This design comes from an exercise in tuning for a short achievable clock period and few clock cycles on the open sky130 flow, not from production work. In this exercise RTL edits were held to simulation tests only and were not proved equivalent to the original. Power and IR drop assume default switching activity.

[flow/constraint.sdc]
create_clock -name core_clock -period 10.0 [get_ports {clk}]
set_input_delay 2.0000 -clock core_clock [delete_from_list [all_inputs] [get_ports {clk}]]
set_output_delay 2.0000 -clock core_clock [all_outputs]
set_load 0.01 [all_outputs]
[flow/design.v]
module fp_add (
  input  logic        clk,
  input  logic        rst,
  input  logic        in_vld,
  input  logic [31:0] a,
  input  logic [31:0] b,
  output logic        sum_vld,
  output logic [31:0] sum
);
  localparam int K = 2;
  logic        close, eff_sub, f_s, c_zero, c_s;
  logic [23:0] ap, ag, a0, sp, sg, s0, c_u;
  logic [7:0]  f_e, f_ep, f_em, c_e;
  logic [4:0]  c_lz;
  fp_add_s1 #(.K(K)) s1 (
    .a(a), .b(b), .close(close), .eff_sub(eff_sub),
    .ap(ap), .ag(ag), .a0(a0), .sp(sp), .sg(sg), .s0(s0),
    .f_s(f_s), .f_e(f_e), .f_ep(f_ep), .f_em(f_em),
    .c_zero(c_zero), .c_s(c_s), .c_u(c_u), .c_lz(c_lz), .c_e(c_e)
  );
  logic        vld_q, close_q, eff_sub_q, f_s_q, c_s_q, c_zero_q;
  logic [23:0] ap_q, ag_q, a0_q, sp_q, sg_q, s0_q, c_u_q;
  logic [7:0]  f_e_q, f_ep_q, f_em_q, c_e_q;
  logic [4:0]  c_lz_q;
  always_ff @(posedge clk) begin
    vld_q     <= in_vld & ~rst;
    close_q   <= close;
    eff_sub_q <= eff_sub;
    ap_q      <= ap;
    ag_q      <= ag;
    a0_q      <= a0;
    sp_q      <= sp;
    sg_q      <= sg;
    s0_q      <= s0;
    f_s_q     <= f_s;
    f_e_q     <= f_e;
    f_ep_q    <= f_ep;
    f_em_q    <= f_em;
    c_zero_q  <= c_zero;
    c_s_q     <= c_s;
    c_u_q     <= c_u;
    c_lz_q    <= c_lz;
    c_e_q     <= c_e;
  end
  assign sum_vld = vld_q;
  fp_add_s2 #(.K(K)) s2 (
    .close(close_q), .eff_sub(eff_sub_q),
    .ap(ap_q), .ag(ag_q), .a0(a0_q), .sp(sp_q), .sg(sg_q), .s0(s0_q),
    .f_s(f_s_q), .f_e(f_e_q), .f_ep(f_ep_q), .f_em(f_em_q),
    .c_zero(c_zero_q), .c_s(c_s_q), .c_u(c_u_q), .c_lz(c_lz_q), .c_e(c_e_q),
    .sum(sum)
  );
endmodule
module fp_add_s1 #(parameter int K = 2) (
  input  logic [31:0] a,
  input  logic [31:0] b,
  output logic        close,
  output logic        eff_sub,
  output logic [23:0] ap, ag, a0, sp, sg, s0,
  output logic        f_s,
  output logic [7:0]  f_e, f_ep, f_em,
  output logic        c_zero,
  output logic        c_s,
  output logic [23:0] c_u,
  output logic [4:0]  c_lz,
  output logic [7:0]  c_e
);
  function automatic logic [4:0] lzc24(input logic [23:0] x);
    logic [31:0] p;
    logic [15:0] c1, v1;
    logic [15:0] c2;
    logic [7:0]  v2;
    logic [11:0] c3;
    logic [3:0]  v3;
    logic [7:0]  c4;
    logic [1:0]  v4;
    p = {x, 8'h80};
    for (int i = 0; i < 16; i++) begin
      v1[i] = p[2*i+1] | p[2*i];
      c1[i] = ~p[2*i+1];
    end
    for (int i = 0; i < 8; i++) begin
      v2[i] = v1[2*i+1] | v1[2*i];
      c2[2*i +: 2] = v1[2*i+1] ? {1'b0, c1[2*i+1]} : {1'b1, c1[2*i]};
    end
    for (int i = 0; i < 4; i++) begin
      v3[i] = v2[2*i+1] | v2[2*i];
      c3[3*i +: 3] = v2[2*i+1] ? {1'b0, c2[2*(2*i+1) +: 2]} : {1'b1, c2[2*(2*i) +: 2]};
    end
    for (int i = 0; i < 2; i++) begin
      v4[i] = v3[2*i+1] | v3[2*i];
      c4[4*i +: 4] = v3[2*i+1] ? {1'b0, c3[3*(2*i+1) +: 3]} : {1'b1, c3[3*(2*i) +: 3]};
    end
    lzc24 = v4[1] ? {1'b0, c4[7:4]} : {1'b1, c4[3:0]};
  endfunction
  function automatic logic [23:0] lza(input logic [23:0] x, input logic [23:0] y);
    lza = (x ^ y) & ~({~x[22:0], 1'b0} & {y[22:0], 1'b0});
  endfunction
  function automatic logic [47:0] ks(input logic [23:0] g, input logic [23:0] p,
                                     input int lo, input int hi);
    logic [23:0] gn, pn;
    for (int l = 0; l < 5; l++) begin
      if (l >= lo && l < hi) begin
        for (int i = 0; i < 24; i++) begin
          if (i >= (1 << l)) begin
            gn[i] = g[i] | (p[i] & g[i - (1 << l)]);
            pn[i] = p[i] & p[i - (1 << l)];
          end else begin
            gn[i] = g[i];
            pn[i] = p[i];
          end
        end
        g = gn;
        p = pn;
      end
    end
    ks = {g, p};
  endfunction
  logic        sa, sb;
  logic [7:0]  ea, eb;
  logic [23:0] ma, mb, ma1, mb1;
  logic [8:0]  dab, dba;
  logic        a_ge;
  assign sa  = a[31];
  assign sb  = b[31];
  assign ea  = a[30:23];
  assign eb  = b[30:23];
  assign ma  = {1'b1, a[22:0]};
  assign mb  = {1'b1, b[22:0]};
  assign ma1 = {1'b0, ma[23:1]};
  assign mb1 = {1'b0, mb[23:1]};
  assign eff_sub = sa ^ sb;
  assign dab = {1'b0, ea} - {1'b0, eb};
  assign dba = {1'b0, eb} - {1'b0, ea};
  assign a_ge = ~dab[8];
  logic [7:0] nea, neb;
  logic       e_eq, a_p1, b_p1;
  assign nea  = ~ea;
  assign neb  = ~eb;
  assign e_eq = (ea == eb);
  assign a_p1 = ((ea[7:1] ^ neb[7:1]) == (ea[6:0] | neb[6:0])) & ~(ea[0] ^ neb[0]) & (eb != 8'hff);
  assign b_p1 = ((eb[7:1] ^ nea[7:1]) == (eb[6:0] | nea[6:0])) & ~(eb[0] ^ nea[0]) & (ea != 8'hff);
  assign close = eff_sub & (e_eq | a_p1 | b_p1);
  logic [23:0] b_sh, a_sh, f_b, f_m;
  assign b_sh = (dab[7:5] != 3'd0 || dab[4:3] == 2'b11) ? 24'd0 : (mb >> dab[4:0]);
  assign a_sh = (dba[7:5] != 3'd0 || dba[4:3] == 2'b11) ? 24'd0 : (ma >> dba[4:0]);
  assign f_b  = a_ge ? ma : mb;
  assign f_m  = a_ge ? b_sh : a_sh;
  logic [23:0] pa, ga, ps, gs;
  assign pa = f_b ^ f_m;
  assign ga = f_b & f_m;
  assign ps = ~(f_b ^ f_m);
  assign gs = {f_b[23:1] & ~f_m[23:1], f_b[0] | ~f_m[0]};
  assign {ag, ap} = ks(ga, pa, 0, K);
  assign {sg, sp} = ks(gs, {ps[23:1], 1'b0}, 0, K);
  assign a0 = pa;
  assign s0 = ps;
  assign f_s  = a_ge ? sa : sb;
  assign f_e  = a_ge ? ea : eb;
  assign f_ep = a_ge ? ea + 8'd1 : eb + 8'd1;
  assign f_em = a_ge ? ea - 8'd1 : eb - 8'd1;
  logic        m_eq;
  logic [24:0] d_ab;
  logic [23:0] d_ba, d1a, d1b;
  logic [4:0]  lz_ab, lz_ba, lz_1a, lz_1b;
  assign m_eq  = (a[22:0] == b[22:0]);
  assign d_ab  = {1'b0, ma} - {1'b0, mb};
  assign d_ba  = mb - ma;
  assign d1a   = ma - mb1;
  assign d1b   = mb - ma1;
  assign lz_ab = lzc24(lza(ma, mb));
  assign lz_ba = lzc24(lza(mb, ma));
  assign lz_1a = lzc24(lza(ma, mb1));
  assign lz_1b = lzc24(lza(mb, ma1));
  assign c_zero = e_eq & m_eq;
  always_comb begin
    if (a_p1) begin
      c_u = d1a;        c_lz = lz_1a; c_e = ea; c_s = sa;
    end else if (b_p1) begin
      c_u = d1b;        c_lz = lz_1b; c_e = eb; c_s = sb;
    end else if (!d_ab[24]) begin
      c_u = d_ab[23:0]; c_lz = lz_ab; c_e = ea; c_s = sa;
    end else begin
      c_u = d_ba;       c_lz = lz_ba; c_e = ea; c_s = sb;
    end
  end
endmodule
module fp_add_s2 #(parameter int K = 2) (
  input  logic        close,
  input  logic        eff_sub,
  input  logic [23:0] ap, ag, a0, sp, sg, s0,
  input  logic        f_s,
  input  logic [7:0]  f_e, f_ep, f_em,
  input  logic        c_zero,
  input  logic        c_s,
  input  logic [23:0] c_u,
  input  logic [4:0]  c_lz,
  input  logic [7:0]  c_e,
  output logic [31:0] sum
);
  function automatic logic [47:0] ks(input logic [23:0] g, input logic [23:0] p,
                                     input int lo, input int hi);
    logic [23:0] gn, pn;
    for (int l = 0; l < 5; l++) begin
      if (l >= lo && l < hi) begin
        for (int i = 0; i < 24; i++) begin
          if (i >= (1 << l)) begin
            gn[i] = g[i] | (p[i] & g[i - (1 << l)]);
            pn[i] = p[i] & p[i - (1 << l)];
          end else begin
            gn[i] = g[i];
            pn[i] = p[i];
          end
        end
        g = gn;
        p = pn;
      end
    end
    ks = {g, p};
  endfunction
  logic [47:0] af, sf;
  logic [24:0] f_add;
  logic [23:0] f_sub;
  assign af    = ks(ag, ap, K, 5);
  assign sf    = ks(sg, sp, K, 5);
  assign f_add = {af[47], a0 ^ {af[46:24], 1'b0}};
  assign f_sub = s0 ^ {sf[46:24], 1'b1};
  logic [22:0] f_mant;
  logic [7:0]  f_exp;
  always_comb begin
    if (!eff_sub) begin
      if (f_add[24]) begin f_mant = f_add[23:1]; f_exp = f_ep; end
      else           begin f_mant = f_add[22:0]; f_exp = f_e;  end
    end else begin
      if (f_sub[23]) begin f_mant = f_sub[22:0];         f_exp = f_e;  end
      else           begin f_mant = {f_sub[21:0], 1'b0}; f_exp = f_em; end
    end
  end
  logic [23:0] c_n;
  logic [7:0]  c_e0, c_e1;
  logic [31:0] c_res, f_res;
  assign c_n   = c_u << c_lz;
  assign c_e0  = c_e - {3'd0, c_lz};
  assign c_e1  = c_e - {3'd0, c_lz} - 8'd1;
  assign c_res = c_zero ? 32'd0 :
                 c_n[23] ? {c_s, c_e0, c_n[22:0]} : {c_s, c_e1, c_n[21:0], 1'b0};
  assign f_res = {f_s, f_exp, f_mant};
  assign sum = close ? c_res : f_res;
endmodule
[flow/config.mk]
export PLATFORM = sky130hd
export DESIGN_NAME = fp_add
export DESIGN_NICKNAME = fp_add
export VERILOG_FILES = /design/flow/design.v
export SDC_FILE = /design/flow/constraint.sdc
export NUM_CORES = 4
export LEC_CHECK = 0
export CAP_MARGIN = 20
export CORE_MARGIN = 2
export CORE_UTILIZATION = 40
export PLACE_DENSITY = 0.6
export SETUP_SLACK_MARGIN = 5
export SLEW_MARGIN = 20
[flow/run.sh]
#!/bin/bash
# synth_recipe.tcl (not shown) runs the flow's synth.tcl, then flattens the netlist and writes it again
# the make line also repeats each setting of config.mk as NAME=value (left out here)
make -C /OpenROAD-flow-scripts/flow DESIGN_CONFIG=/design/flow/config.mk WORK_HOME=/design/flow/orfs CLKGATE_MAP_FILE= SYNTH_SCRIPT=/design/flow/synth_recipe.tcl finish
==> impl_metrics.env, run 1 <==
export IMPL_final_setup_viol_count=0
export IMPL_clockBufferDepth=2
export IMPL_tritoncts="yes"
export IMPL_io_buffer_count=99
export IMPL_drt_vias_per_instance=6.20
export IMPL_start_util_pct=40.2
export IMPL_hold_path_class="in -> reg"
export IMPL_cp_start_kind="register"
export IMPL_avgSynthCellArea_um2=7.74
export IMPL_antenna_found_initial=0
export IMPL_status="no timing/DRC/antenna violations"
export IMPL_detail_route_wl_per_cell_um=25.0
export IMPL_dpl_hpwl_mm=61.0
export IMPL_synthArstFlopShare_pct=0
export IMPL_maxCapViolCount=0
export IMPL_startpoint="c_lz_q[0]"
export IMPL_final_cell_mix="nand2_1, nor2_1, dfxtp_1, a21oi_1, buf_4"
export IMPL_dr_pass1_iters=5
export IMPL_syn_nets=2816
export IMPL_die_h_um=225
export IMPL_grt_max_degree=40
export IMPL_synth_cell_types=75
export IMPL_timing_final_crit_share_pct=54.6
export IMPL_postRouteWirelength_mm=83.2
export IMPL_critPathKind="reg -> out"
export IMPL_grtUsageTotal_pct=31.8
export IMPL_dieArea_mm2=0.0507
export IMPL_grt_pass1_vias=20118
export IMPL_routed_via_count=20669
export IMPL_core_area_mm2=0.0486
export IMPL_peakVddDrop_mv=0.150
export IMPL_final_cells=3333
export IMPL_nets=2984
export IMPL_clk_pin_slew_ns=0.07
export IMPL_dp_cells=3129
export IMPL_first_iter_violations=1639
export IMPL_min_delay_start="b[23]"
export IMPL_synth_cells=2528
export IMPL_syn_area_mm2=0.0196
export IMPL_yosys_warnings=3
export IMPL_slew_violations=0
export IMPL_crit_arrival_ns=3.46
export IMPL_power_mw=4.29
export IMPL_worst_pin_slew_ns=0.978
export IMPL_globalplace_congestion=0.985
export IMPL_ys_flop_type="dfxtp_1"
export IMPL_die_x_um=225
export IMPL_fin_setup_tns_ns=0
export IMPL_worst_slew_margin_rel_pct=34.3
export IMPL_drtAntennaViolNets=0
export IMPL_finalHoldViolCount=0
export IMPL_grt_pass1_wl_mm=122
export IMPL_placed_area_mm2=0.0211
export IMPL_cts_root_buf="clkbuf_16"
export IMPL_end_kind="primary output"
export IMPL_period_minus_slack_ns=5.46
export IMPL_num_rows=81
export IMPL_powerDensity_mw_per_mm2=173
export IMPL_cts_buffers=17
export IMPL_synth_edf_count=0
export IMPL_worstPathRequired_ns=8.00
export IMPL_final_common_cell="nand2_1"
export IMPL_synth_seq_cells=200
export IMPL_fmax_mhz=183
export IMPL_leakage_nw=10.5
export IMPL_drive_above_1_share_pct=23.3
export IMPL_seq_area_frac_synth_pct=20.5
export IMPL_cts_max_level=4
export IMPL_syn_to_final_growth_pct=26.5
export IMPL_rsz0062_at_grt="yes"
export IMPL_num_io_pins=100
export IMPL_clock_sinks=200
export IMPL_crit_fanout=7
export IMPL_final_core_util_pct=50.9
export IMPL_grt_overflow=0
export IMPL_drc=0
export IMPL_fin_area_mm2=0.0247
synth_stat cells, drive strengths merged (16+ instances only):
cell type	n	share of area, %
o31ai	27	1.0
nor4	25	0.88
fa	18	1.8
nor2b	35	1.1
a31oi	32	1.1
mux2i	91	4.7
nand2	259	5.0
a21o	65	2.5
inv	151	2.9
buf	37	0.93
dfxtp	200	20
o22ai	84	2.7
nand2b	20	0.64
o21ai	182	4.7
nand3	43	1.1
nor2	218	4.2
a211oi	30	1.2
xor2	55	2.5
mux4	43	4.9
xnor2	83	3.8
nor3	52	1.3
clkbuf	116	2.2
o21a	16	0.61
a21oi	228	5.8
ha	203	13
o211ai	19	0.73
nand4	18	0.65
sequential cells by signal, summed over array words and instances (netlist names), 19 cells and up:
register and count:
ap_q 20, sg_q 23, s2.sp 19, a0_q 24
ag_q 24, c_u_q 24, s0_q 24
layout make-up:
class,count,area [um^2]
Multi-Input combinational cell,2024,16000
Clock inverter,13,155
Sequential cell,200,4010
Clock buffer,19,443
Timing Repair Buffer,302,2710
Antenna cell,2,5.00
Tap cell,622,778
Inverter,151,601
Fill cell,4657,23900
power breakdown:
part / switching (mW) / internal, mW / leakage (nW)
sequential: 0.0733 / 0.926 / 1.66
combinational: 1.49 / 1.10 / 8.56
clock: 0.323 / 0.382 / 0.289
total: 1.89 / 2.40 / 10.5
critical path: stages (launching register included):
cell and delay (ns):
dfxtp_2 0.35, buf_12 0.13, mux4_2 0.54, mux4_2 0.55, nand2_1 0.10, o31a_1 0.19
buf_4 0.15, buf_6 0.10, nand3_4 0.08, or3_4 0.37, a21oi_4 0.18, a21o_1 0.14
buf_2 0.13
cell families (layout without fill, tap and decap cells):
logic type | after synthesis | count (layout) | share of synthesized area, %
AO/OA/AOI/OAI | 800 | 800 | 25.5
XOR/XNOR | 138 | 138 | 6.21
adder cells (fa/ha/maj) | 221 | 221 | 14.8
buffers and inverters | 304 | 485 | 6.05
flip-flops | 200 | 200 | 20.5
multiplexers | 148 | 148 | 10.4
other | 0 | 2 | 0
AND/OR/NAND/NOR | 717 | 717 | 16.5
per-stage QoR:
step / setup slack [ns] / hold slack, ns
after floorplan: 4.99 / 2.07
after global placement: 2.98 / 2.55
after detailed placement: 2.80 / 2.55
after CTS: 4.55 / 1.81
after global routing: 4.44 / 1.86
final: 4.54 / 1.83
layer usage:
layer / vias to the layer above / share of wire, % / GRT usage [%]
met1: 9888 / 40 / 40.6
met2: 1096 / 46 / 52.6
met5: - / 0 / 0
met3: 252 / 7.2 / 3.29
li1: 9433 / - / -
met4: 0 / 6.2 / 17.4
what timing repair did:
item                                   in CTS  in global routing
hold buffers                                0                  0
resized for setup                         485                211
cloned                                      9                  2
endpoints found under the hold margin       0                  0
pin swaps                                  69                 42
setup endpoints to repair                 208                129
setup buffers                             121                 38
worst paths after layout:
path                  endpoint  slack, ns  depth (start not counted)
worst max-delay path   sum[27]       4.54                         12
worst min-delay path  c_e_q[0]       1.83                          3
Testbench counts, summed over its fixed seeds: cycles 80,000.
==> inputs of run 2 (changes only) <==
--- a/flow/config.mk
+++ b/flow/config.mk
@@ -12,2 +12,3 @@
 export SETUP_SLACK_MARGIN = 5
 export SLEW_MARGIN = 20
+export SYNTH_HIERARCHICAL = 1
==> run 2 against run 1 <==
Die area grew 4.7%. Sequential share of layout area shrank 0.76 points. Sequential power increased by 5%. Synthesized cell count grew 4.6%. Clock-buffer cell count increased by 6. Critical path type unchanged.
==> impl_metrics.env, run 2 <==
export IMPL_drc=0
export IMPL_synth_cells=2644
export IMPL_dp_cells=3293
export IMPL_syn_to_final_growth_pct=27.4
export IMPL_critPathKind="reg -> out"
export IMPL_fin_setup_tns_ns=0
export IMPL_grt_pass1_vias=20656
export IMPL_routed_via_count=22227
export IMPL_tritoncts="yes"
export IMPL_dpl_hpwl_mm=64.5
export IMPL_drive_above_1_share_pct=23.2
export IMPL_yosys_warnings=9
export IMPL_crit_fanout=8
export IMPL_fmax_mhz=191
export IMPL_postRouteWirelength_mm=88.0
export IMPL_worst_slew_margin_rel_pct=38.3
export IMPL_rsz0062_at_grt="yes"
export IMPL_avgSynthCellArea_um2=7.76
export IMPL_nFillCells=4732
export IMPL_clock_sinks=201
export IMPL_drt_vias_per_instance=6.35
export IMPL_powerDensity_mw_per_mm2=182
export IMPL_first_iter_violations=2503
export IMPL_syn_nets=2932
export IMPL_worstPathRequired_ns=8.00
export IMPL_grt_pass1_wl_mm=128
export IMPL_worst_pin_slew_ns=0.926
export IMPL_slew_violations=0
export IMPL_period_minus_slack_ns=5.24
export IMPL_clk_pin_slew_ns=0.07
export IMPL_die_x_um=230
export IMPL_maxCapViolCount=0
export IMPL_io_buffer_count=99
export IMPL_cts_buffers=23
export IMPL_num_rows=82
export IMPL_postCtsHoldBufs=0
export IMPL_grt_overflow=0
export IMPL_clockBufferDepth=3
export IMPL_start_util_pct=40.7
export IMPL_globalplace_congestion=0.976
export IMPL_end_kind="primary output"
export IMPL_drtAntennaViolNets=0
export IMPL_grt_max_degree=38
export IMPL_final_setup_viol_count=0
export IMPL_status="no timing/DRC/antenna violations"
export IMPL_hold_path_class="in -> reg"
export IMPL_final_cells=3498
export IMPL_num_io_pins=100
export IMPL_core_area_mm2=0.0504
export IMPL_syn_area_mm2=0.0205
export IMPL_cts_max_level=1
export IMPL_antenna_found_initial=1
export IMPL_crit_arrival_ns=3.24
export IMPL_leakage_nw=10.7
export IMPL_dr_pass1_iters=6
export IMPL_peakVddDrop_mv=0.139
export IMPL_cp_start_kind="register"
export IMPL_cts_root_buf="clkbuf_16"
export IMPL_grtUsageTotal_pct=31.2
export IMPL_detail_route_wl_per_cell_um=25.2
export IMPL_finalHoldViolCount=0
export IMPL_dieArea_mm2=0.0531
export IMPL_final_common_cell="nand2_1"
export IMPL_nets=3094
export IMPL_final_cell_mix="nand2_1, nor2_1, dfxtp_1, a21oi_1, o21ai_0"
export IMPL_whs_ns=1.81
export IMPL_timing_final_crit_share_pct=52.4
export IMPL_die_h_um=230
-- run 2: repair_timing --
action	4_1_cts	5_1_grt
buffers inserted	95	52
endpoints found under the setup margin	203	138
resized for setup	388	231
pin swaps	54	54
cloned	10	3
-- run 2: final cells by class --
class	instances	area, um^2	share of cell area, %
diodes	3	7.51	0.0287
clock buffers	25	603	2.31
clock inverters	17	256	0.982
inverters	156	623	2.38
multi-input cells	2133	17000	65.0
flip-flops and latches	201	4040	15.5
well taps	672	841	3.22
repair buffers	289	2750	10.5
repair inverters	2	12.5	0.0479
-- run 2: metrics by stage --
stage                     util (%)  total power [mW]  worst slack [ns]  area (um^2)
final                         51.9              4.75              4.76        26100
after global routing          51.8              4.94              4.63        26100
after CTS                     49.7              4.42              4.81        25000
after detailed placement      43.8              3.08              2.98        22100
after global placement        43.8              3.06              3.10        22100
after floorplan                  -              2.41              4.97        20600
-- run 2: metal layers --
metal	track usage [%]	share of wire (%)
met5	0	0
met1	43.6	43
met3	5.34	10
met4	10.8	3.6
met2	48.3	44
-- run 2: worst max-delay path, stage by stage, from the launching register on --
cell,delay (ns)
dfxtp_4,0.38
buf_12,0.14
mux4_2,0.53
mux2_2,0.29
a222oi_1,0.41
o21ai_1,0.17
buf_4,0.17
o211ai_1,0.32
o211ai_1,0.14
buf_2,0.17
-- run 2: final timing paths --
| check | startpoint | to | slack [ns] | cells after the start |
|---|---|---|---|---|
| setup / recovery | c_lz_q[0] | sum[17] | 4.76 | 9 |
| hold / removal | b[30] | c_e_q[7] | 1.81 | 3 |
-- run 2: power breakdown --
part / switching (mW) / internal (mW) / leakage, nW
registers: 0.115 / 0.935 / 1.67
clock network: 0.387 / 0.575 / 0.418
logic: 1.55 / 1.19 / 8.61
total: 2.05 / 2.70 / 10.7
==> inputs of run 3 (changes only) <==
==> flow/flow/run.sh (new file) <==
#!/bin/bash
# Standard layout, with the port buffers made from a plain buffer cell
# (sky130_fd_sc_hd__buf_4) instead of the delay cell buffer_ports picks by
# default. The make output is kept in flow.log.
set -euo pipefail
export BUFFER_PORTS_ARGS="-buffer_cell sky130_fd_sc_hd__buf_4"
bash standard.sh > flow.log 2>&1
==> flow/standard.sh (new file) <==
#!/bin/bash
# synth_recipe.tcl (not shown) runs the flow's synth.tcl, then flattens the netlist and writes it again
# the make line also repeats each setting of config.mk as NAME=value (left out here)
make -C /OpenROAD-flow-scripts/flow DESIGN_CONFIG=/design/flow/config.mk WORK_HOME=/design/flow/orfs CLKGATE_MAP_FILE= SYNTH_SCRIPT=/design/flow/synth_recipe.tcl "${@:-finish}"
removed: flow/run.sh
==> run 3 against run 2 <==
First-iteration DRC count decreased by 11%. Utilization shrank 3.3 points. Flip-flop and latch count is the same. Highest routed layer is now met5. Sequential power about the same. Combinational power shrank about 10%. Still clean on timing, DRC and antenna. Worst setup slack gained 0.13 ns. Hold slack worse by 0.17 ns. Largest cell class unchanged.
==> impl_metrics.env, run 3 <==
export IMPL_clock_sinks=201
export IMPL_grt_max_degree=41
export IMPL_period_minus_slack_ns=5.11
export IMPL_syn_to_final_growth_pct=19.4
export IMPL_maxCapViolCount=0
export IMPL_grt_pass1_vias=20095
export IMPL_num_rows=82
export IMPL_first_iter_violations=2217
export IMPL_syn_area_mm2=0.0205
export IMPL_postRouteWirelength_mm=83.3
export IMPL_nets=3015
export IMPL_die_x_um=230
export IMPL_fin_area_mm2=0.0245
export IMPL_finalHoldViolCount=0
export IMPL_path_cells="buf_12 > mux4_2 > mux2_2 > a222oi_1 > o21ai_1 > o211ai_1 > o211ai_1 > buf_4"
export IMPL_drc=0
export IMPL_worst_path_buf_inv=2
export IMPL_critPathKind="reg -> out"
export IMPL_postCtsHoldBufs=0
export IMPL_cts_max_level=1
export IMPL_worst_slew_margin_rel_pct=45.0
export IMPL_crit_arrival_ns=3.11
export IMPL_nFillCells=4913
export IMPL_dieArea_mm2=0.0531
export IMPL_tritoncts="yes"
export IMPL_cpMaxStageDelayCell="mux4_2"
export IMPL_grtUsageTotal_pct=29.9
export IMPL_critical_path_most_common_cell="o211ai_1"
export IMPL_die_h_um=230
export IMPL_dp_cells=3279
export IMPL_clk_pin_slew_ns=0.06
export IMPL_holdPathStages=2
export IMPL_rsz0062_at_grt="yes"
export IMPL_min_to="vld_q"
export IMPL_end_kind="primary output"
export IMPL_core_area_mm2=0.0504
export IMPL_detail_route_wl_per_cell_um=24.4
export IMPL_cp_top_family="compound AO/OA/AOI/OAI gates"
export IMPL_dp_slack_ns=3.45
export IMPL_placed_area_mm2=0.0217
export IMPL_syn_nets=2932
export IMPL_start_util_pct=40.7
export IMPL_drt_vias_per_instance=6.27
export IMPL_slowest_delay_ns=0.54
export IMPL_drtAntennaViolNets=0
export IMPL_worst_pin_slew_ns=0.816
export IMPL_slew_violations=0
export IMPL_clockBufferDepth=3
export IMPL_grt_overflow=0
export IMPL_synth_cells=2644
export IMPL_dpl_hpwl_mm=63.4
export IMPL_antenna_found_initial=5
export IMPL_io_buffer_count=99
export IMPL_yosys_warnings=9
export IMPL_final_cell_mix="nand2_1, nor2_1, a21oi_1, dfxtp_1, buf_4"
export IMPL_peakVddDrop_mv=0.171
export IMPL_fin_setup_tns_ns=0
export IMPL_worstPathRequired_ns=8.00
export IMPL_drive_above_1_share_pct=19.3
export IMPL_final_setup_viol_count=0
export IMPL_final_common_cell="nand2_1"
export IMPL_status="no timing/DRC/antenna violations"
export IMPL_final_cells=3415
export IMPL_powerDensity_mw_per_mm2=178
export IMPL_setup_ws_ns=4.89
export IMPL_num_io_pins=100
export IMPL_leakage_nw=10.1
export IMPL_avgSynthCellArea_um2=7.76
export IMPL_routed_via_count=21424
export IMPL_globalplace_congestion=0.972
export IMPL_timing_final_crit_share_pct=51.1
export IMPL_crit_fanout=9
export IMPL_cts_root_buf="clkbuf_16"
export IMPL_min_delay_start="rst"
export IMPL_grt_pass1_wl_mm=124
export IMPL_cts_buffers=23
export IMPL_dr_pass1_iters=8
export IMPL_hold_path_class="in -> reg"
export IMPL_cp_start_kind="register"
export IMPL_fmax_mhz=196
==> run 3: report_power, final <==
part,total (mW),internal [mW],switching (mW)
Combinational,2.46,1.02,1.44
Sequential,1.04,0.935,0.109
Clock,0.857,0.506,0.351
Total,4.36,2.46,1.90
==> run 3: layout make-up <==
cell class	instances	area [um^2]	area share, %
clock inverter	7	98.8	0.404
multi-input combinational	2134	16400	66.9
timing repair buffer	209	1830	7.47
sequential	201	4040	16.5
timing repair inverter	2	12.5	0.0511
clock buffer	33	683	2.79
inverter	156	604	2.47
antenna	1	2.50	0.0102
tap	672	841	3.43
==> run 3: layer usage <==
| layer | up-vias | share of wire (%) | track usage, % |
|---|---|---|---|
| met3 | 187 | 9.3 | 4.95 |
| met5 | - | 0.054 | 0 |
| li1 | 9875 | - | - |
| met1 | 10294 | 43 | 41.8 |
| met4 | 6 | 3.9 | 9.54 |
| met2 | 1062 | 44 | 46.7 |
==> run 3: through the flow <==
stage	total power, mW	util, %	hold WS [ns]
floorplan	2.41	-	2.06
global placement	3.02	43.1	2.17
detailed placement	3.04	43.1	2.17
CTS	4.10	46.7	1.63
global route	4.56	48.6	1.63
finish	4.36	48.6	1.64
==> run 3: how the worst max path moves through the flow <==
stage                     slack (ns)        to  startpoint  depth (start not counted)
after CTS                       4.92   sum[17]   c_lz_q[0]                          8
after global placement          3.58  sg_q[21]       a[25]                         19
after detailed placement        3.45  sg_q[21]       a[25]                         19
after global routing            4.84   sum[29]   c_lz_q[0]                         10
after floorplan                 4.97  ag_q[15]       a[23]                         18
final                           4.89   sum[17]   c_lz_q[0]                          8
==> run 3: repair_timing <==
| action | CTS | global route |
|---|---|---|
| setup buffers | 43 | 42 |
| resized for setup | 119 | 123 |
| pin swaps | 26 | 26 |
| endpoints found under the setup margin | 177 | 128 |
| gates cloned | 7 | 3 |
==> inputs of run 4 (changes only) <==
==> flow/flow/run.sh (replaced) <==
#!/bin/bash
# Standard layout with two changes: the port buffers are a plain buffer cell
# (sky130_fd_sc_hd__buf_4) instead of the delay cell buffer_ports picks by
# default, and synthesis leaves adders to abc as plain gates instead of
# mapping them to the library's half- and full-adder cells. The make output
# is kept in flow.log.
set -euo pipefail
export BUFFER_PORTS_ARGS="-buffer_cell sky130_fd_sc_hd__buf_4"
export ADDER_MAP_FILE=
bash standard.sh > flow.log 2>&1
==> run 4 against run 3 <==
Total power down 1.1%. Via count up 6.3%. Wire length up 9.9%. Sequential share of layout area down 0.94 points. Worst setup slack worse by 0.19 ns. Largest power group unchanged. Non-clock buffer count up 55. Final area up 5.8%. Clock-buffer cell count down 8. Critical path depth up 1. Flip-flop and latch count unchanged. Clock power up 5.4%. Utilization up 2.1 points. Largest cell class unchanged.
==> impl_metrics.env, run 4 <==
export IMPL_clockBufferDepth=3
export IMPL_start_util_pct=40.3
export IMPL_rsz0062_at_grt="yes"
export IMPL_hold_path_class="in -> reg"
export IMPL_worst_slew_margin_rel_pct=27.4
export IMPL_syn_area_mm2=0.0206
export IMPL_dr_pass1_iters=5
export IMPL_grt_pass1_vias=20682
export IMPL_antenna_found_initial=0
export IMPL_crit_fanout=6
export IMPL_tritoncts="yes"
export IMPL_worst_path_buf_inv=2
export IMPL_num_io_pins=100
export IMPL_postCtsHoldBufs=0
export IMPL_power_mw=4.31
export IMPL_synth_cells=2741
export IMPL_fmax_mhz=189
export IMPL_nFillCells=4888
export IMPL_grt_max_degree=66
export IMPL_powerDensity_mw_per_mm2=167
export IMPL_cts_root_buf="clkbuf_16"
export IMPL_clock_sinks=201
export IMPL_timing_final_crit_share_pct=53.0
export IMPL_die_h_um=231
export IMPL_cpMaxStageDelayCell="mux4_2"
export IMPL_leakage_nw=10.1
export IMPL_syn_to_final_growth_pct=25.8
export IMPL_finalHoldViolCount=0
export IMPL_worstPathRequired_ns=8.00
export IMPL_status="no timing/DRC/antenna violations"
export IMPL_final_cell_mix="nand2_1, nor2_1, buf_4, dfxtp_1, a21oi_1"
export IMPL_cp_start_kind="register"
export IMPL_globalplace_congestion=0.976
export IMPL_drtAntennaViolNets=0
export IMPL_end_kind="primary output"
export IMPL_fin_setup_tns_ns=0
export IMPL_cp_top_family="multiplexers"
export IMPL_avgSynthCellArea_um2=7.52
export IMPL_crit_arrival_ns=3.30
export IMPL_drive_above_1_share_pct=25.7
export IMPL_peakVddDrop_mv=0.111
export IMPL_nets=2922
export IMPL_maxCapViolCount=0
export IMPL_detail_route_wl_per_cell_um=25.8
export IMPL_routed_via_count=22780
export IMPL_syn_nets=2808
export IMPL_grt_overflow=0
export IMPL_grtUsageTotal_pct=32.4
export IMPL_clk_pin_slew_ns=0.07
export IMPL_final_cells=3553
export IMPL_cts_buffers=23
export IMPL_grt_pass1_wl_mm=133
export IMPL_critPathKind="reg -> out"
export IMPL_whs_ns=1.62
export IMPL_yosys_warnings=9
export IMPL_final_common_cell="nand2_1"
export IMPL_final_core_util_pct=50.7
export IMPL_dieArea_mm2=0.0533
export IMPL_num_rows=83
export IMPL_slew_violations=0
export IMPL_period_minus_slack_ns=5.30
export IMPL_io_buffer_count=99
export IMPL_die_x_um=231
export IMPL_dpl_hpwl_mm=68.1
export IMPL_worst_pin_slew_ns=1.08
export IMPL_critical_path_most_common_cell="mux4_2"
export IMPL_first_iter_violations=2765
export IMPL_core_area_mm2=0.0511
export IMPL_final_setup_viol_count=0
export IMPL_cts_max_level=1
export IMPL_drc=0
export IMPL_postRouteWirelength_mm=91.6
export IMPL_slowest_delay_ns=0.56
export IMPL_dp_cells=3356
export IMPL_drt_vias_per_instance=6.41
export IMPL_path_cells="mux4_2 > mux4_2 > a22oi_4 > buf_12 > a221oi_4 > nor3_2 > xor2_2 > a22o_1 > buf_4"
-- run 4: path summary, 6_finish.rpt --
path,end,cells after the start,startpoint
max,sum[29],9,c_lz_q[0]
min,vld_q,2,rst
-- run 4: layout make-up --
type                            instances  area [um^2]  share of cell area, %
Clock inverter                         17          215                  0.831
Tap cell                              680          851                   3.28
Timing Repair Buffer                  264         2470                   9.55
Clock buffer                           25          593                   2.29
Inverter                              117          490                   1.89
Multi-Input combinational cell       2248        17200                   66.6
Antenna cell                            1         2.50                0.00966
Sequential cell                       201         4030                   15.6
-- run 4: report_power, final --
part	switching, mW	internal [mW]
logic	1.39	1.02
clock network	0.383	0.520
registers	0.0865	0.911
total	1.86	2.45
-- run 4: per-stage QoR --
step	setup WS, ns	area [um^2]
floorplan	4.98	20700
global placement	3.65	21600
detailed placement	3.71	21600
CTS	4.71	24300
global route	4.65	25900
finish	4.70	25900
-- run 4: per-layer routing --
| layer | wire length (um) | global-route usage [%] |
|---|---|---|
| met1 | 39600 | 45.4 |
| met2 | 38900 | 49.2 |
| met3 | 9240 | 6.47 |
| met4 | 3760 | 11.1 |
| met5 | 0 | 0 |
-- run 4: what timing repair did --
item / in CTS / in global routing
gates resized for setup: 205 / 200
endpoints found under the setup margin: 186 / 130
gates cloned: 7 / 4
endpoints found under the hold margin: 0 / 0
pin swaps: 51 / 89
buffers inserted: 68 / 75

-- re-timing with driven ports --
No port has a modelled driver above. Below, the same layouts with a new extraction and two added sets of constraints.
Step 1 assumes that a clkbuf_16 drives the clock port and a buf_2 every other input.
Step 2 times the ports against the registers' clock, not the clock port: input delays grow and output delays shrink by t, the midpoint of the rising clock arrivals with the driver on.
a / b / c = ideal ports / drivers / drivers and shift; a / b = the first two.
run | t, ns | setup slack, ns | worst hold slack (ns) | worst register clock-pin slew, ns | pins driven straight from the clock port
run 1 | 0.495 | 4.537 / 4.485 / 4.440 | 1.826 / 1.818 / 2.314 | 0.08 / 0.08 | 1
run 2 | 0.589 | 4.759 / 4.705 / 4.360 | 1.812 / 1.782 / 2.371 | 0.08 / 0.08 | 1
run 3 | 0.572 | 4.886 / 4.836 / 4.510 | 1.642 / 1.617 / 2.189 | 0.07 / 0.07 | 1
run 4 | 0.598 | 4.696 / 4.642 / 4.271 | 1.621 / 1.593 / 2.191 | 0.07 / 0.07 | 1
After both steps every run listed still meets setup and hold. The setup slack of run 4, which loses most, moves by -0.054 ns with the drivers and by -0.425 ns with both steps.
